Source: an optimization exercise on an open RTL-to-GDS flow (aim: small area, a short achievable clock period and few clock cycles). Production flows keep margins and buffers that such runs may drop.
RTL that was checked went through simulation tests only; none was proved equivalent to the original.
No activity file was given, so power comes from the tool's default toggle rates.

==> flow/design.v (excerpt) <==
module divider1(quotient, valid_out, divisor, dividend, valid_in, rst, clk);
  output [63:0] quotient;
  output valid_out;
  input [63:0] divisor, dividend;
  input valid_in, rst, clk;
  localparam int K  = 3;                     
  localparam int DW = 67 + K;                
  localparam int JW = 5;                     
  logic          busy;
  logic          first;   
  logic          vo;
  logic [63:0]   rr;      
  logic [DW-1:0] nd;      
  logic          sbn;     
  logic [63:0]   rq;      
  logic          neg;     
  logic [JW-1:0] cnt;     
  assign valid_out = vo | quick;
  div_neg u_neg(.q(rq), .neg(neg), .y(quotient));
  wire        sa = dividend[63];
  wire        sb = divisor[63];
  wire [63:0] ma = sa ? (64'd0 - dividend) : dividend;
  wire [7:0]  t;
  wire        az, bz;
  div_len u_len(.a(dividend), .b(divisor), .t(t), .az(az), .bz(bz));
  logic [7:0]   tr;          
  logic         azr, bzr;    
  wire        zq = azr | (tr[7] & (tr != 8'hff));     
  wire        quick = first & (zq | bzr);              
  function automatic logic [JW-1:0] ncyc(input logic [6:0] x);   
    ncyc = '0;
    for (int i = 0; i < 128; i++) if (x == 7'(i)) ncyc = JW'((((i + 1) % 128) + 1) / K);
  endfunction
  wire [JW-1:0] j0 = ncyc(tr[6:0]);
  logic [DW-1:0] dsh;
  always_comb begin
    dsh = nd;
    for (int k = 0; k < JW; k++) if (first & j0[k]) dsh = (dsh << (K << k)) | ~({DW{1'b1}} << (K << k));
  end
  wire [DW-1:0] ndeff = dsh ^ {DW{first & sbn}};    
  function automatic logic [64:0] addc(input logic [DW-1:0] a, input logic [DW-1:0] b, input logic cin);
    logic [DW:0] g, p, G, P;
    g = {a & b, cin};
    p = {a ^ b, 1'b0};
    G = g; P = p;
    for (int l = 0; (1 << l) < DW + 1; l++) begin
      logic [DW:0] G2, P2;
      G2 = G; P2 = P;
      for (int i = 0; i < DW + 1; i++) begin
        if ((i >> l) & 1) begin
          G2[i] = G[i] | (P[i] & G[((i >> l) << l) - 1]);
          P2[i] = P[i] & P[((i >> l) << l) - 1];
        end
  ...
Size in the first run: about 3600 cells after synthesis, roughly 220 flip-flops, about 200 I/O pins, ~27000 sq um of cells after synthesis.
Settings: LEC_CHECK=0, CAP_MARGIN=20, CORE_MARGIN=2, CORE_UTILIZATION=40, CTS_BUF_LIST=sky130_fd_sc_hd__clkbuf_4 sky130_fd_sc_hd__clkbuf_8, SLEW_MARGIN=20, SYNTH_HIERARCHICAL=1; clock period 32.0 ns.
standard.sh (not shown) runs the stock make flow with config.mk's settings and CLKGATE_MAP_FILE= SYNTH_SCRIPT=/design/flow/synth_recipe.tcl, a recipe that flattens the netlist after the stock synthesis.
==> flow/flow/run.sh <==
#!/bin/bash
# Own flow: the standard layout (standard synthesis, floorplan, placement,
# CTS, routing); only the timing repair is asked to leave a setup margin,
# and port buffers use another buffer cell. Clock and constraints unchanged.
set -e
bash standard.sh SETUP_SLACK_MARGIN=21.5 "BUFFER_PORTS_ARGS=-buffer_cell sky130_fd_sc_hd__buf_1" finish > standard_finish.log 2>&1
Testbench counts at the start, summed over its fixed seeds: cycles 6,098.
==> next run, changes <==
==> flow/run.sh (new file) <==
#!/bin/bash
# synth_recipe.tcl (not shown) runs the flow's synth.tcl, then flattens the netlist and writes it again
# the make line also repeats each setting of config.mk as NAME=value (left out here)
make -C /OpenROAD-flow-scripts/flow DESIGN_CONFIG=/design/flow/config.mk WORK_HOME=/design/flow/orfs CLKGATE_MAP_FILE= SYNTH_SCRIPT=/design/flow/synth_recipe.tcl finish
CAP_MARGIN = 50   (was 20)
CTS_BUF_LIST = not set   (was sky130_fd_sc_hd__clkbuf_4 sky130_fd_sc_hd__clkbuf_8)
SLEW_MARGIN = 50   (was 20)
removed: flow/flow/run.sh
removed: flow/standard.sh
The new run produced a clean layout. Total power goes down by 7.3%. Worst hold slack loses 0.016 ns. Wire length came out lower by 6.5%. Clock skew drops by 0.045 ns.
==> next run, changes <==
==> flow/flow/run.sh (new file) <==
#!/bin/bash
# Own flow: the standard layout (standard synthesis, floorplan, placement,
# CTS, routing); only the timing repair is asked to leave a setup margin,
# and port buffers use another buffer cell. Clock and constraints unchanged.
set -e
bash standard.sh SETUP_SLACK_MARGIN=21.5 "BUFFER_PORTS_ARGS=-buffer_cell sky130_fd_sc_hd__buf_1" finish > standard_finish.log 2>&1
==> flow/standard.sh (new file) <==
#!/bin/bash
# synth_recipe.tcl (not shown) runs the flow's synth.tcl, then flattens the netlist and writes it again
# the make line also repeats each setting of config.mk as NAME=value (left out here)
make -C /OpenROAD-flow-scripts/flow DESIGN_CONFIG=/design/flow/config.mk WORK_HOME=/design/flow/orfs CLKGATE_MAP_FILE= SYNTH_SCRIPT=/design/flow/synth_recipe.tcl "${@:-finish}"
CAP_MARGIN = 20   (was 50)
CORE_UTILIZATION = 50   (was 40)
PLACE_DENSITY = 0.7   (was not set)
SLEW_MARGIN = 20   (was 50)
removed: flow/run.sh
What happened:
- The changed run passed the timing, DRC and antenna checks
- routed wire length goes up by about 5%
- count of clock-buffer cells in the layout does not change
- combinational power rose by about 9%
- worst setup slack gets better by 3.0 ns
- register-to-register slack gets better by 3.0 ns
- final area climbs by about 0.4%
==> next run, changes <==
==> flow/run.sh (new file) <==
#!/bin/bash
# synth_recipe.tcl (not shown) runs the flow's synth.tcl, then flattens the netlist and writes it again
# the make line also repeats each setting of config.mk as NAME=value (left out here)
make -C /OpenROAD-flow-scripts/flow DESIGN_CONFIG=/design/flow/config.mk WORK_HOME=/design/flow/orfs CLKGATE_MAP_FILE= SYNTH_SCRIPT=/design/flow/synth_recipe.tcl finish
CORE_UTILIZATION = 40   (was 50)
PLACE_DENSITY = not set   (was 0.7)
removed: flow/flow/run.sh
removed: flow/standard.sh
After rerunning: First-iteration DRC count drops by about 24%; non-clock buffer count shrinks by 75; register-to-register slack degrades by 3.3 ns; clock power fell by about 4%; worst setup slack loses 3.3 ns; sequential share of layout area hardly moves; die area is higher by about 25%; power fell by 7.1%; final cell count came out higher by 2.3%; design area falls by 0.65%.
==> next run, changes <==
==> flow/flow/run.sh (new file) <==
#!/bin/bash
# Own flow: the standard layout (standard synthesis, floorplan, placement,
# CTS, routing); only the timing repair is asked to leave a setup margin,
# and port buffers use another buffer cell. Clock and constraints unchanged.
set -e
bash standard.sh SETUP_SLACK_MARGIN=22 "BUFFER_PORTS_ARGS=-buffer_cell sky130_fd_sc_hd__buf_1" finish > standard_finish.log 2>&1
==> flow/standard.sh (new file) <==
#!/bin/bash
# synth_recipe.tcl (not shown) runs the flow's synth.tcl, then flattens the netlist and writes it again
# the make line also repeats each setting of config.mk as NAME=value (left out here)
make -C /OpenROAD-flow-scripts/flow DESIGN_CONFIG=/design/flow/config.mk WORK_HOME=/design/flow/orfs CLKGATE_MAP_FILE= SYNTH_SCRIPT=/design/flow/synth_recipe.tcl "${@:-finish}"
removed: flow/run.sh
The new run finished clean; design area climbs by 9.7%; power climbs by 17%; hold slack is better by 0.011 ns; first-iteration DRC count climbs by 16%; routed wire length climbs by 12%; global-route usage climbs by 1.5 points; clock-buffer cell count does not change.
==> next run, changes <==
--- a/flow/flow/run.sh
+++ b/flow/flow/run.sh
@@ -6 +6 @@
-bash standard.sh SETUP_SLACK_MARGIN=22 "BUFFER_PORTS_ARGS=-buffer_cell sky130_fd_sc_hd__buf_1" finish > standard_finish.log 2>&1
+bash standard.sh SETUP_SLACK_MARGIN=21.5 "BUFFER_PORTS_ARGS=-buffer_cell sky130_fd_sc_hd__buf_1" finish > standard_finish.log 2>&1
Worst hold slack stays flat.
Synthesized cell count does not change.
Die area is unchanged.
Sequential power shrinks by about 1%.

* * *

divider1, a different RTL version from the one above (not shown whole).
For scale: about 4600 cells after synthesis, about 200 I/O pins, ~0.035 mm2 of cells after synthesis.
clock: 32.0 ns
lec_check: 0
cap_margin: 80
core_margin: 2
core_utilization: 40
slew_margin: 80
synth_hierarchical: 1
run.sh (not shown) runs the stock make flow with config.mk's settings and CLKGATE_MAP_FILE= SYNTH_SCRIPT=/design/flow/synth_recipe.tcl, a recipe that flattens the netlist after the stock synthesis.
Stock flow here: none of the scripts above is used.
The first run went through all stages and came out clean.
Then changed:
- CAP_MARGIN: 80 -> 50
- SLEW_MARGIN: 80 -> 50
What happened:
- count of clock-buffer cells in the layout is higher by 1
- die area is unchanged
- cell count is lower by 4.5%
- routed wire length is lower by 3.0%
- total power is lower by about 14%
- flip-flop and latch count does not change
Then changed:
- CORE_UTILIZATION: 40 -> 60
What happened: Power goes down slightly; sequential share of layout area goes up by 0.21 points; routed wire length goes down by a few percent; register-to-register slack is about the same; final area goes down slightly; via count goes up slightly; non-clock buffer count goes down by 21.
Then changed:
- CORE_UTILIZATION: 60 -> 75
- global-route usage went up by 12 points
- synthesized cell count is unchanged
- area after synthesis does not change
- total power grows by about 1.6%
- cell count came out lower by about 2.8%
No run of this note included a check of the RTL's function; only the layout flow was run.

* * *

divider1, a different RTL version from the one above (not shown whole).
Size in the first run: ~220 flip-flops, roughly 200 I/O pins.
## divider1
module divider1(quotient, valid_out, divisor, dividend, valid_in, rst, clk);
  output [63:0] quotient;
  output valid_out;
  input [63:0] divisor, dividend;
  input valid_in, rst, clk;
  localparam int K  = 3;                     
  localparam int DW = 67 + K;                
  localparam int JW = 5;                     
  logic          busy;
  logic          first;   
  logic          vo;
  logic [63:0]   rr;      
  logic [DW-1:0] rd;      
  logic          sbn;     
  logic [63:0]   rq;      
  logic          neg;     
  logic [JW-1:0] cnt;     
  assign valid_out = vo | quick;
  div_neg u_neg(.q(rq), .neg(neg), .y(quotient));
  function automatic logic [6:0] bitlen(input logic [63:0] x);
    bitlen = 7'd0;
    for (int i = 0; i < 64; i++) if (x[i]) bitlen = 7'(i + 1);
  endfunction
  wire        sa = dividend[63];
  wire        sb = divisor[63];
  wire [63:0] ma = sa ? (64'd0 - dividend) : dividend;
  wire [6:0]  la = bitlen({1'b0, dividend[62:0] ^ dividend[63:1]}) + {6'd0, sa};
  wire [6:0]  lb = bitlen({1'b0, divisor[62:0] ^ divisor[63:1]});
  wire        bz = (divisor == 64'd0);
  wire        az = (dividend == 64'd0);
  logic [6:0]   lar, lbr;    
  logic         azr, bzr;    
  wire [7:0]  sdiff = {1'b0, lar} - {1'b0, lbr};
  wire        zq = azr | sdiff[7];                 
  wire [6:0]  s  = sdiff[6:0];                     
  wire        quick = first & (zq | bzr);          
  function automatic logic [JW-1:0] ncyc(input logic [6:0] x);   
    ncyc = '0;
    for (int i = 0; i < 128; i++) if (x == 7'(i)) ncyc = JW'((i + 1) / K);
  endfunction
  wire [JW-1:0] j0 = ncyc(s);
  logic [DW-1:0] dsh;
  always_comb begin
    dsh = rd;
    for (int k = 0; k < JW; k++) if (first & j0[k]) dsh = dsh << (K << k);
  end
  wire [DW-1:0] deff = dsh ^ {DW{first & sbn}};
  ...
Settings: LEC_CHECK=0, CAP_MARGIN=20, CORE_MARGIN=2, CORE_UTILIZATION=40, SLEW_MARGIN=20, SYNTH_HIERARCHICAL=1; clock period 32.0 ns.
standard.sh (not shown) runs the stock make flow with config.mk's settings and CLKGATE_MAP_FILE= SYNTH_SCRIPT=/design/flow/synth_recipe.tcl, a recipe that flattens the netlist after the stock synthesis.
==> flow/flow/run.sh <==
#!/bin/bash
# Own flow: the standard layout (standard synthesis, floorplan, placement,
# CTS, routing); only the timing repair is asked to leave a setup margin,
# and port buffers use another buffer cell. Clock and constraints unchanged.
set -e
bash standard.sh SETUP_SLACK_MARGIN=22 "BUFFER_PORTS_ARGS=-buffer_cell sky130_fd_sc_hd__buf_2" finish > standard_finish.log 2>&1
The starting point produced a clean layout.
==> next run, changes <==
--- a/flow/flow/run.sh
+++ b/flow/flow/run.sh
@@ -5,2 +5,2 @@
 set -e
-bash standard.sh SETUP_SLACK_MARGIN=22 "BUFFER_PORTS_ARGS=-buffer_cell sky130_fd_sc_hd__buf_2" finish > standard_finish.log 2>&1
+bash standard.sh SETUP_SLACK_MARGIN=21 "BUFFER_PORTS_ARGS=-buffer_cell sky130_fd_sc_hd__buf_2" finish > standard_finish.log 2>&1
The new run produced a clean layout.
Fmax hardly moves.
Worst setup slack gets better by 10 ps.
Total power stays flat.
Via count stays flat.
Function was not checked in any run of this note: the RTL went through the layout flow alone.

## port drivers added, routing unchanged
Ports are ideal in the flow. The routed layouts listed here were re-timed in OpenROAD.
Step 1 assumes that a clkbuf_16 drives the clock port and a buf_2 every other input.
Step 2, shift: input delay + t, output delay - t, t = (earliest + latest rising clock arrival at the registers) / 2. This alone moves slack from input paths to output paths.
Slacks: no drivers / after step 1 / after step 2; pairs: no drivers / after step 1.
| run | shift t [ns] | slack for setup (ns) | worst hold slack (ns) | cell pins on the clock port's net |
|---|---|---|---|---|
| the first run of note 1 | 0.692 | 21.773 / 21.773 / 21.121 | 0.500 / 0.500 / 0.500 | 1 |
| the second run of note 1 | 0.625 | 18.655 / 18.655 / 18.655 | 0.484 / 0.484 / 0.484 | 1 |
| the third run of note 1 | 0.639 | 21.701 / 21.701 / 21.149 | 0.512 / 0.512 / 0.512 | 1 |
| the fourth run of note 1 | 0.637 | 18.442 / 18.442 / 18.442 | 0.490 / 0.490 / 0.490 | 1 |
| the fifth run of note 1 | 0.644 | 21.899 / 21.899 / 21.474 | 0.500 / 0.500 / 0.500 | 1 |
| the sixth run of note 1 | 0.652 | 21.747 / 21.747 / 21.133 | 0.502 / 0.502 / 0.502 | 1 |
| the first run of note 2 | 0.693 | 19.624 / 19.624 / 19.613 | 0.510 / 0.510 / 0.510 | 1 |
| the second run of note 2 | 0.690 | 19.843 / 19.843 / 19.843 | 0.506 / 0.506 / 0.506 | 1 |
| the third run of note 2 | 0.653 | 19.839 / 19.839 / 19.839 | 0.501 / 0.501 / 0.501 | 1 |
| the fourth run of note 2 | 0.648 | 19.852 / 19.852 / 19.852 | 0.511 / 0.511 / 0.511 | 1 |
| the first run of note 3 | 0.661 | 20.601 / 20.601 / 20.601 | 0.512 / 0.512 / 0.512 | 1 |
| the second run of note 3 | 0.665 | 20.610 / 20.610 / 20.610 | 0.489 / 0.489 / 0.489 | 1 |
After both steps every run listed still meets setup and hold. The setup slack of the first run of note 1, which loses most, moves by 0.000 ns with the drivers and by -0.652 ns with both steps.
